This design comes from an exercise in tuning for small area and few clock cycles on the open sky130 flow, not from production work. Only simulation tests tie the RTL to the original design; equivalence was not proved. No activity file was given, so power comes from the tool's default toggle rates.

==> design.v <==
`timescale 1ns/1ps
`default_nettype none
module CordicRotStage #(
    parameter integer DW = 10,
    parameter integer AW = DW,
    parameter integer STG = 0
)(
    input wire clk, rst,
    input wire signed [DW-1 : 0] xin,       
    input wire signed [DW-1 : 0] yin,       
    input wire signed [AW-1 : 0] ain,       
    input wire                   in_last,
    input wire                   in_valid,
    output wire                  in_ready,
    output logic signed [DW-1 : 0] xout,    
    output logic signed [DW-1 : 0] yout,    
    output logic signed [AW-1 : 0] aout,    
    output logic                   out_last,
    output logic                   out_valid,
    input wire                     out_ready
);
    wire en = in_valid & in_ready;
    wire out_hs = out_valid & out_ready;
    assign in_ready = out_hs | ~out_valid;
    always_ff @(posedge clk) begin : proc_out_valid
        if(rst) out_valid <= 1'b0;
        else if(en) out_valid <= 1'b1;
        else if(out_ready) out_valid <= 1'b0;
    end
    function automatic integer atan_q(input integer stg);
        case (stg)
            0: atan_q = 1024;
            1: atan_q = 605;
            2: atan_q = 319;
            3: atan_q = 162;
            4: atan_q = 81;
            5: atan_q = 41;
            6: atan_q = 20;
            7: atan_q = 10;
            8: atan_q = 5;
            9: atan_q = 3;
            10: atan_q = 1;
            11: atan_q = 1;
            default: atan_q = 0;
        endcase
    endfunction
    wire [AW-1 : 0] theta = AW'(atan_q(STG));
    wire signed [DW-1 : 0] x_shifted = (xin >>> STG);                                    
    wire signed [DW-1 : 0] y_shifted = (yin >>> STG);
    always_ff@(posedge clk) begin
        if(rst) begin
            aout <= 1'b0;
            xout <= 1'b0;
            yout <= 1'b0;
            out_last <= 1'b0;
        end
        else if(en) begin
            out_last <= in_last;
            if(ain > 0) begin
                aout <= ain - theta;
                xout <= xin - y_shifted;
                yout <= yin + x_shifted;
            end
            else begin
                aout <= ain + theta;
                xout <= xin + y_shifted;
                yout <= yin - x_shifted;
            end
        end
    end
endmodule
module CordicVecStage #(
    parameter integer DW = 10,
    parameter integer AW = DW,
    parameter integer STG = 0
)(
    input wire clk, rst,
    input wire        [DW-1 : 0] xin,       
    input wire signed [DW-1 : 0] yin,       
    input wire signed [AW-1 : 0] ain,       
    input wire                   in_last,
    input wire                   in_valid,
    output wire                  in_ready,
    output logic signed [DW-1 : 0] xout,    
    output logic signed [DW-1 : 0] yout,    
    output logic signed [AW-1 : 0] aout,    
    output logic                   out_last,
    output logic                   out_valid,
    input wire                     out_ready
);
    wire en = in_valid & in_ready;
    wire out_hs = out_valid & out_ready;
    assign in_ready = out_hs | ~out_valid;
    always_ff @(posedge clk) begin : proc_out_valid
        if(rst) out_valid <= 1'b0;
        else if(en) out_valid <= 1'b1;
        else if(out_ready) out_valid <= 1'b0;
    end
    function automatic integer atan_q(input integer stg);
        case (stg)
            0: atan_q = 1024;
            1: atan_q = 605;
            2: atan_q = 319;
            3: atan_q = 162;
            4: atan_q = 81;
            5: atan_q = 41;
            6: atan_q = 20;
            7: atan_q = 10;
            8: atan_q = 5;
            9: atan_q = 3;
            10: atan_q = 1;
            11: atan_q = 1;
            default: atan_q = 0;
        endcase
    endfunction
    wire [AW-1 : 0] theta = AW'(atan_q(STG));
    wire        [DW-1 : 0] x_shifted = (xin >>> STG);    
    wire signed [DW-1 : 0] y_shifted = (yin >>> STG);
    always_ff@(posedge clk) begin
        if(rst) begin
            aout <= 1'b0;
            xout <= 1'b0;
            yout <= 1'b0;
            out_last <= 1'b0;
        end
        else if(en) begin
            out_last <= in_last;
            if(yin < 0) begin
                aout <= ain - theta;
                xout <= xin - y_shifted;
                yout <= yin + x_shifted;
            end
            else begin
                aout <= ain + theta;
                xout <= xin + y_shifted;
                yout <= yin - x_shifted;
            end
        end
    end
endmodule
module CordicQuadrantTrans #(
    parameter MODE = "ROT",   
    parameter integer DW = 10, AW = DW
)(
    input wire clk, rst,
    input wire signed [DW-1 : 0] xin,        
    input wire signed [DW-1 : 0] yin,        
    input wire signed [AW-1 : 0] ain,        
    input wire                   in_last,
    input wire                   in_valid,
    output wire                  in_ready,
    output logic signed [DW : 0] xout,       
    output logic signed [DW : 0] yout,       
    output logic signed [AW : 0] aout,       
    output logic                 out_last,
    output logic                 out_valid,
    input wire                   out_ready
);
    wire en = in_valid & in_ready;
    wire out_hs = out_valid & out_ready;
    assign in_ready = out_hs | ~out_valid;
    always_ff @(posedge clk) begin
        if(rst) out_valid <= 1'b0;
        else if(en) out_valid <= 1'b1;
        else if(out_ready) out_valid <= 1'b0;
    end
    generate if(MODE == "ROT") begin
        always_ff @(posedge clk) begin
            if(rst) begin
                xout <= '0;
                yout <= '0;
                aout <= '0;
                out_last <= '0;
            end
            else if(en) begin
                out_last <= in_last;
                if(~^ain[AW-1 -: 2]) begin    
                    xout <= xin;
                    yout <= yin;
                    aout <= ain <<< 1;
                end
                else begin     
                    xout <= -xin;
                    yout <= -yin;
                    aout <= (ain + (AW'(1) << (AW-1))) <<< 1;    
                end
            end
        end
    end
    else if(MODE == "VEC") begin
        always_ff @(posedge clk) begin
            if(rst) begin
                xout <= '0;
                yout <= '0;
                aout <= '0;
                out_last <= '0;
            end
            else if(en) begin
                out_last <= in_last;
                if(~xin[DW-1]) begin     
                    xout <= xin;
                    yout <= yin;
                    aout <= ain <<< 1;
                end
                else begin     
                    xout <= -xin;
                    yout <= -yin;
                    aout <= (ain + (AW'(1) << (AW-1))) <<< 1;    
                end
            end
        end
    end
    endgenerate
endmodule
module CordicStr #(
    parameter MODE = "ROT",       
    parameter integer DW = 10, AW = DW, ITER = DW
)(  
    input  wire                      clk, rst,
    input  wire signed [DW - 1 : 0]  xin,     
    input  wire signed [DW - 1 : 0]  yin,     
    input  wire signed [AW - 1 : 0]  ain,     
    input  wire                      in_last,
    input  wire                      in_valid,
    output wire                      in_ready,
    output logic signed [DW - 1 : 0] xout,  
    output logic signed [DW - 1 : 0] yout,  
    output logic signed [AW - 1 : 0] aout,  
    output logic                     out_last,
    output logic                     out_valid,
    input  wire                      out_ready
);
    wire signed [DW : 0] x [ITER+1];   
    wire signed [DW : 0] y [ITER+1];   
    wire signed [AW : 0] a [ITER+1];   
    wire                 l [ITER+1];
    wire                 v [ITER+1];
    wire                 r [ITER+1];
    CordicQuadrantTrans #(MODE, DW, AW) quadtrans_inst(
        clk, rst,
        xin, yin, ain, in_last, in_valid, in_ready,
        x[0], y[0], a[0], l[0], v[0], r[0]);
    generate for(genvar i = 0; i < ITER; i++)
    begin : stages
        if(MODE == "ROT")
        begin : rot_stages
            CordicRotStage #(DW+1, AW+1, i) cordicStgs(clk, rst,
                x[i],   y[i],   a[i],   l[i],   v[i],   r[i],
                x[i+1], y[i+1], a[i+1], l[i+1], v[i+1], r[i+1]
            );
        end
        else if(MODE == "VEC")
        begin : vec_stages
            CordicVecStage #(DW+1, AW+1, i) cordicStgs(clk, rst,
                x[i],   y[i],   a[i],   l[i],   v[i],   r[i],
                x[i+1], y[i+1], a[i+1], l[i+1], v[i+1], r[i+1]
            );
        end
        else
        begin
            $fatal("Parameter \"MODE\" in module \"CordicDM\" must be \"ROT\" or \"VEC\"");
        end
    end    
    endgenerate
    wire scale_hs = v[ITER] & r[ITER];
    wire out_hs = out_valid & out_ready;
    assign r[ITER] = out_hs | ~out_valid;
    always_ff@(posedge clk) begin
        if(rst) out_valid <= 1'b0;
        else if(scale_hs) out_valid <= 1'b1;
        else if(out_ready) out_valid <= 1'b0;
    end
    wire signed [DW : 0] lam = 13'sd2487;  
    always_ff@(posedge clk) begin
        if(rst) begin
            xout <= 1'b0;
            yout <= 1'b0;
            aout <= 1'b0;
            out_last <= 1'b0;
        end
        else if(scale_hs) begin
            xout <= ((2*DW)'(x[ITER]) * lam) >>> DW;
            yout <= ((2*DW)'(y[ITER]) * lam) >>> DW;
            aout <= a[ITER] >>> 1;
            out_last <= l[ITER];
        end
    end
endmodule
module axi4s_cordic #(
    parameter MODE = "ROT",       
    parameter integer DW = 12,
    parameter integer PAR = 1,
    parameter integer TDW = ((DW + 7) / 8) * 8
)(  
    input  wire clk, resetn,
    input  wire signed [TDW*3*PAR - 1 : 0]  s_axis_tdata,
    input  wire                             s_axis_tlast,
    input  wire                             s_axis_tvalid,
    output wire                             s_axis_tready,
    output logic signed [TDW*3*PAR - 1 : 0] m_axis_tdata,
    output logic                            m_axis_tlast,
    output logic                            m_axis_tvalid,
    input  wire                             m_axis_tready
);
    localparam integer PADW = TDW - DW;
    (* debug = "true" *) wire signed [DW-1:0] xin[PAR];
    (* debug = "true" *) wire signed [DW-1:0] yin[PAR];
    (* debug = "true" *) wire signed [DW-1:0] ain[PAR];
    (* debug = "true" *) wire signed [DW-1:0] xout[PAR];
    (* debug = "true" *) wire signed [DW-1:0] yout[PAR];
    (* debug = "true" *) wire signed [DW-1:0] aout[PAR];
    (* debug = "true" *) wire [PAR-1:0] in_ready;
    (* debug = "true" *) wire [PAR-1:0] out_last;
    (* debug = "true" *) wire [PAR-1:0] out_valid;
    assign s_axis_tready = &in_ready;
    assign m_axis_tvalid = &out_valid;
    assign m_axis_tlast = |out_last;
    generate
        for(genvar i = 0; i < PAR; i++) begin : parallel_units
            assign xin[i] = s_axis_tdata[(i*3+1)*TDW-1 -: DW];
            assign yin[i] = s_axis_tdata[(i*3+2)*TDW-1 -: DW];
            assign ain[i] = s_axis_tdata[(i*3+3)*TDW-1 -: DW];
            assign m_axis_tdata[(i*3)*TDW +: 3*TDW] = PADW ?
                    {aout[i], PADW'(0), yout[i], PADW'(0), xout[i], PADW'(0)} :
                    {aout[i], yout[i], xout[i]};
            CordicStr #(MODE, DW) cordic_inst(  
                clk, ~resetn,
                xin[i], yin[i], ain[i], s_axis_tlast, s_axis_tvalid & s_axis_tready, in_ready[i],
                xout[i], yout[i], aout[i], out_last[i], out_valid[i], m_axis_tready & m_axis_tvalid
            );
        end
    endgenerate
endmodule
`default_nettype wire
==> run.sh <==
#!/bin/bash
# synth_recipe.tcl (not shown) runs the flow's synth.tcl, then flattens the netlist and writes it again
# the make line also repeats each setting of config.mk as NAME=value (left out here)
make -C /OpenROAD-flow-scripts/flow DESIGN_CONFIG=/design/flow/config.mk WORK_HOME=/design/flow/orfs CLKGATE_MAP_FILE= SYNTH_SCRIPT=/design/flow/synth_recipe.tcl finish
==> config.mk <==
export PLATFORM = sky130hd
export DESIGN_NAME = axi4s_cordic
export DESIGN_NICKNAME = axi4s_cordic
export VERILOG_FILES = /design/flow/design.v
export SDC_FILE = /design/flow/constraint.sdc
export NUM_CORES = 4
export LEC_CHECK = 0
export CAP_MARGIN = 20
export CORE_MARGIN = 2
export CORE_UTILIZATION = 40
export SLEW_MARGIN = 20
==> constraint.sdc <==
create_clock -name core_clock -period 8.0 [get_ports {clk}]
set_input_delay 1.6000 -clock core_clock [delete_from_list [all_inputs] [get_ports {clk}]]
set_output_delay 1.6000 -clock core_clock [all_outputs]
set_load 0.01 [all_outputs]
==> run summary <==
final cells by class:
class                           count  area (µm²)  area share [%]
Clock buffer                       96        1980            3.79
Clock inverter                     31         404           0.773
Inverter                          437        1650            3.15
Multi-Input combinational cell   4718       33800            64.7
Sequential cell                   567       11400            21.7
Tap cell                         1536        1920            3.68
Timing Repair Buffer              120        1160            2.22
cells by family (layout without fill, tap and decap cells):
logic type	count (synthesis)	count (layout)	synth area share (%)
simple gates	1880	1880	17.8
compound gates	1485	1485	19.5
fa+ha+maj	760	760	22.2
buf+inv	685	684	5.68
flops	567	567	23.8
xor+xnor	516	516	9.57
mux	65	65	1.43
other cells	1	12	0.00786
power by group:
| group | total, mW | leakage (nW) | switching, mW | internal (mW) |
|---|---|---|---|---|
| Sequential | 2.97 | 4.59 | 0.0872 | 2.89 |
| Combinational | 1.79 | 17.1 | 1.03 | 0.765 |
| Clock | 3.34 | 1.17 | 1.34 | 2.00 |
cell usage in the layout, fill, tap and decap left out, types with 15 or more instances in the layout:
cell             instances
nand2_1                804
a21oi_1                658
ha_1                   617
dfxtp_1                567
nor2_1                 452
inv_1                  432
xnor2_1                347
o21ai_0                189
xor2_1                 165
a21o_1                 159
fa_1                   143
nor3_1                 142
a211oi_1               128
nand3_1                122
clkdlybuf4s50_1         78
clkbuf_16               71
a31oi_1                 59
mux2i_1                 50
or3_1                   47
nor4_1                  46
o21bai_1                43
nor2b_1                 40
buf_4                   38
o31ai_1                 33
and2_1                  33
nand4_1                 31
nand2b_1                28
and3_1                  23
o211ai_1                22
or2_2                   20
o21a_1                  18
nand4b_1                17
or4_1                   15
a2111oi_0               15
through the flow:
step	hold slack, ns	cell area [µm²]	utilization [%]
final	0.452	52300	44.2
after global routing	0.469	52300	44.2
after CTS	0.456	52200	44.1
after detailed placement	0.445	49800	42.1
after global placement	0.440	49800	42.1
after floorplan	0.432	47700	-
metal layers:
metal  part of all wire, %  global-route usage (%)  up-vias
met5                     0                       0        -
met4                   1.6                    3.77        0
met3                   3.2                    2.21      117
met2                    45                    30.6      442
met1                    50                    25.9    19000
li1                      -                       -    20700
synthesized netlist by cell type, drive strengths merged (20+ instances only):
library cell  number  share of area (%)
nand2            805                6.4
a21oi            660                6.9
ha               617                 16
dfxtp            567                 24
nor2             454                3.6
inv              435                3.4
xnor2            348                6.4
o21ai            192                2.0
clkbuf           179                1.4
xor2             165                3.0
a21o             159                2.5
fa               143                6.0
nor3             142                1.5
a211oi           130                2.1
nand3            122                1.3
buf               68               0.82
a31oi             67               0.94
mux2i             51                1.1
nor4              50               0.71
or3               47               0.62
nor2b             45               0.59
o21bai            43               0.68
and2              33               0.43
o31ai             33               0.52
nand4             32               0.45
nand2b            29               0.38
and3              24               0.32
a2111oi           23               0.52
o211ai            22               0.35
or2               20               0.26
registers in the layout, summed over array words and instances (netlist names), named ones only:
register,count
parallel_units.cordic_inst.quadtrans_inst.xout,13
parallel_units.cordic_inst.aout,12
parallel_units.cordic_inst.quadtrans_inst.out_valid,1
parallel_units.cordic_inst.stages.rot_stages.cordicStgs.xout,156
parallel_units.cordic_inst.out_valid,1
parallel_units.cordic_inst.yout,12
parallel_units.cordic_inst.quadtrans_inst.out_last,1
parallel_units.cordic_inst.quadtrans_inst.aout,12
parallel_units.cordic_inst.quadtrans_inst.yout,13
parallel_units.cordic_inst.stages.rot_stages.cordicStgs.yout,155
parallel_units.cordic_inst.xout,12
parallel_units.cordic_inst.out_last,1
parallel_units.cordic_inst.stages.rot_stages.cordicStgs.aout,154
critical path, cell delays in order:
cell and delay (ns):
clkdlybuf4s50_1 0.46, nand4b_2 0.42, nor2_2 0.26, and3_2 0.28
and3_1 0.45, nand4_4 0.22, clkdlybuf4s50_1 0.56
worst paths after layout:
path / startpoint / slack [ns] / cells after the start / to
worst min-delay path: flop / 0.45 / 2 / flop
worst min register to register: flop / 0.45 / 2 / flop
worst max-delay path: m_axis_tready / 2.13 / 7 / s_axis_tready
worst max register to register: flop / 2.61 / 16 / parallel_units[0].cordic_inst.xout[6]
==> summary.md <==
| Metric | Value |
|---|---|
| Via density | 5.36 |
| Worst EP arrival | 4.27 ns |
| Post-CTS sizing | 0 |
| Clock Sinks | 567 |
| Post-route worst setup slack | 2.13 ns |
| Total Power | 8.11 mW |
| Cts bufs inserted | 70 |
| Clk_skew | 0.0256 ns |
| Core box area | 118,000 µm² |
| Final std cells w/o fill | 7,505 |
| Worst hold path class | reg -> reg |
| Final setup viols | 0 |
| Sequential area share after synthesis | 23.8% |
| Boundary Pins | 104 |
| Hold Vio Cnt, Final | 0 |
| CTS max path bufs | 3 |
| Post-synth EDFFs | 0 |
| Max frequency | 0.170 GHz |
| Critical Path Source Type | input pin |
| Layout cells sized above 1 | 4.15% |
| Period utilization | 73.4% |
| WL per Instance | 15.0 µm |
| Max cap viols | 0 |
| Syn avg cell area | 8.00 µm² |
| Root buf cell | clkbuf_16 |
| Detail Route Antenna Nets | 0 |
| Vias in the first global route | 39,000 |
| Initial antenna violation count | 0 |
| Maximum number of pins on one net before global-route repair | 154 |
| Number of library cell types mapped by synthesis | 89 |
| Layout net count | 6,727 |
| Clock-pin slew on the worst setup and hold paths | 0.06 ns |
| Sum of negative setup slack | 0 ns |
| Asr flop ratio synth | 0% |
| Antenna diodes | 0 |
| Mapped Cells | 5,959 |
| Slew HR | 28.4% |
| Crit Path Category | in -> out |
| CTS tree | yes |
| Hold_buf cts | 0 |
| Initial drt markers | 2,068 |
| Area grow syn2layout | 9.57% |
| Power Density | 155 nW/µm² |
| Post-CTS Setup Bufs | 0 |
| Starting Density | 40.3% |
| Hpwl dp | 86.3 mm |
| Gr ovfl total | 0 |
| # fillers | 11,900 |
| Req. time, crit path | 6.40 ns |
| Placer Congestion | 0.864 |
| WL final | 112 mm |
| Crit-path max FO | 8 |
| Final Max Slew Viols | 0 |
| Dpl ws | 2.15 ns |
| Tmin final | 5.87 ns |
| H-tree depth | 3 |
| Outcome | timing/DRC/antenna clean |
| Via count | 40,200 |
| Synth warn | 15 |
| Post-synthesis sequential element count | 567 |
| Clk Latency, worst-skew pair | 0.64 ns |
| Die X | 349 µm |
| IO Port Bufs | 79 |
| First-pass GRT wire length | 193 mm |
| DIE HEIGHT | 349 µm |
| Pre-Repair DR Iteration Count | 5 |
| Worst VDD drop | 0.131 mV |
| DRC viols | 0 |
| Placed insts | 7,376 |
| Crit. End Element | output port |
| Core Rows | 126 |
| Die area | 122,000 µm² |
| Slew @ Worst Pin | 1.07 ns |
| Prevailing post-synth register cell | dfxtp_1 |
| Synthesized area | 47,700 µm² |
| Unrepaired setup endpoints after global routing | no |
| LEAKAGE | 22.9 nW |
| GR Util All Layers | 18.5% |
Testbench counts, summed over its fixed seeds: cycles 12,112.

==> re-timing with driven ports <==
The results above use ideal ports. As a check the final layout listed here was re-extracted and re-timed, cells and wires unchanged.
Step 1 assumes that a clkbuf_16 drives the clock port and a buf_2 every other input.
Step 2 times the ports against the registers' clock, not the clock port: input delays grow and output delays shrink by t, the midpoint of the rising clock arrivals with the driver on.
a / b / c = ideal ports / drivers / drivers and shift; a / b = the first two.
shift t [ns]: 0.699
slack for setup (ns): 2.128 / 2.104 / 2.104
worst setup path after step 2: input to output
worst slew at a driven data input, ns: 0.05
After both steps setup and hold are still met in this run. The setup slack of this run moves by -0.024 ns with the drivers and by -0.024 ns with both steps.
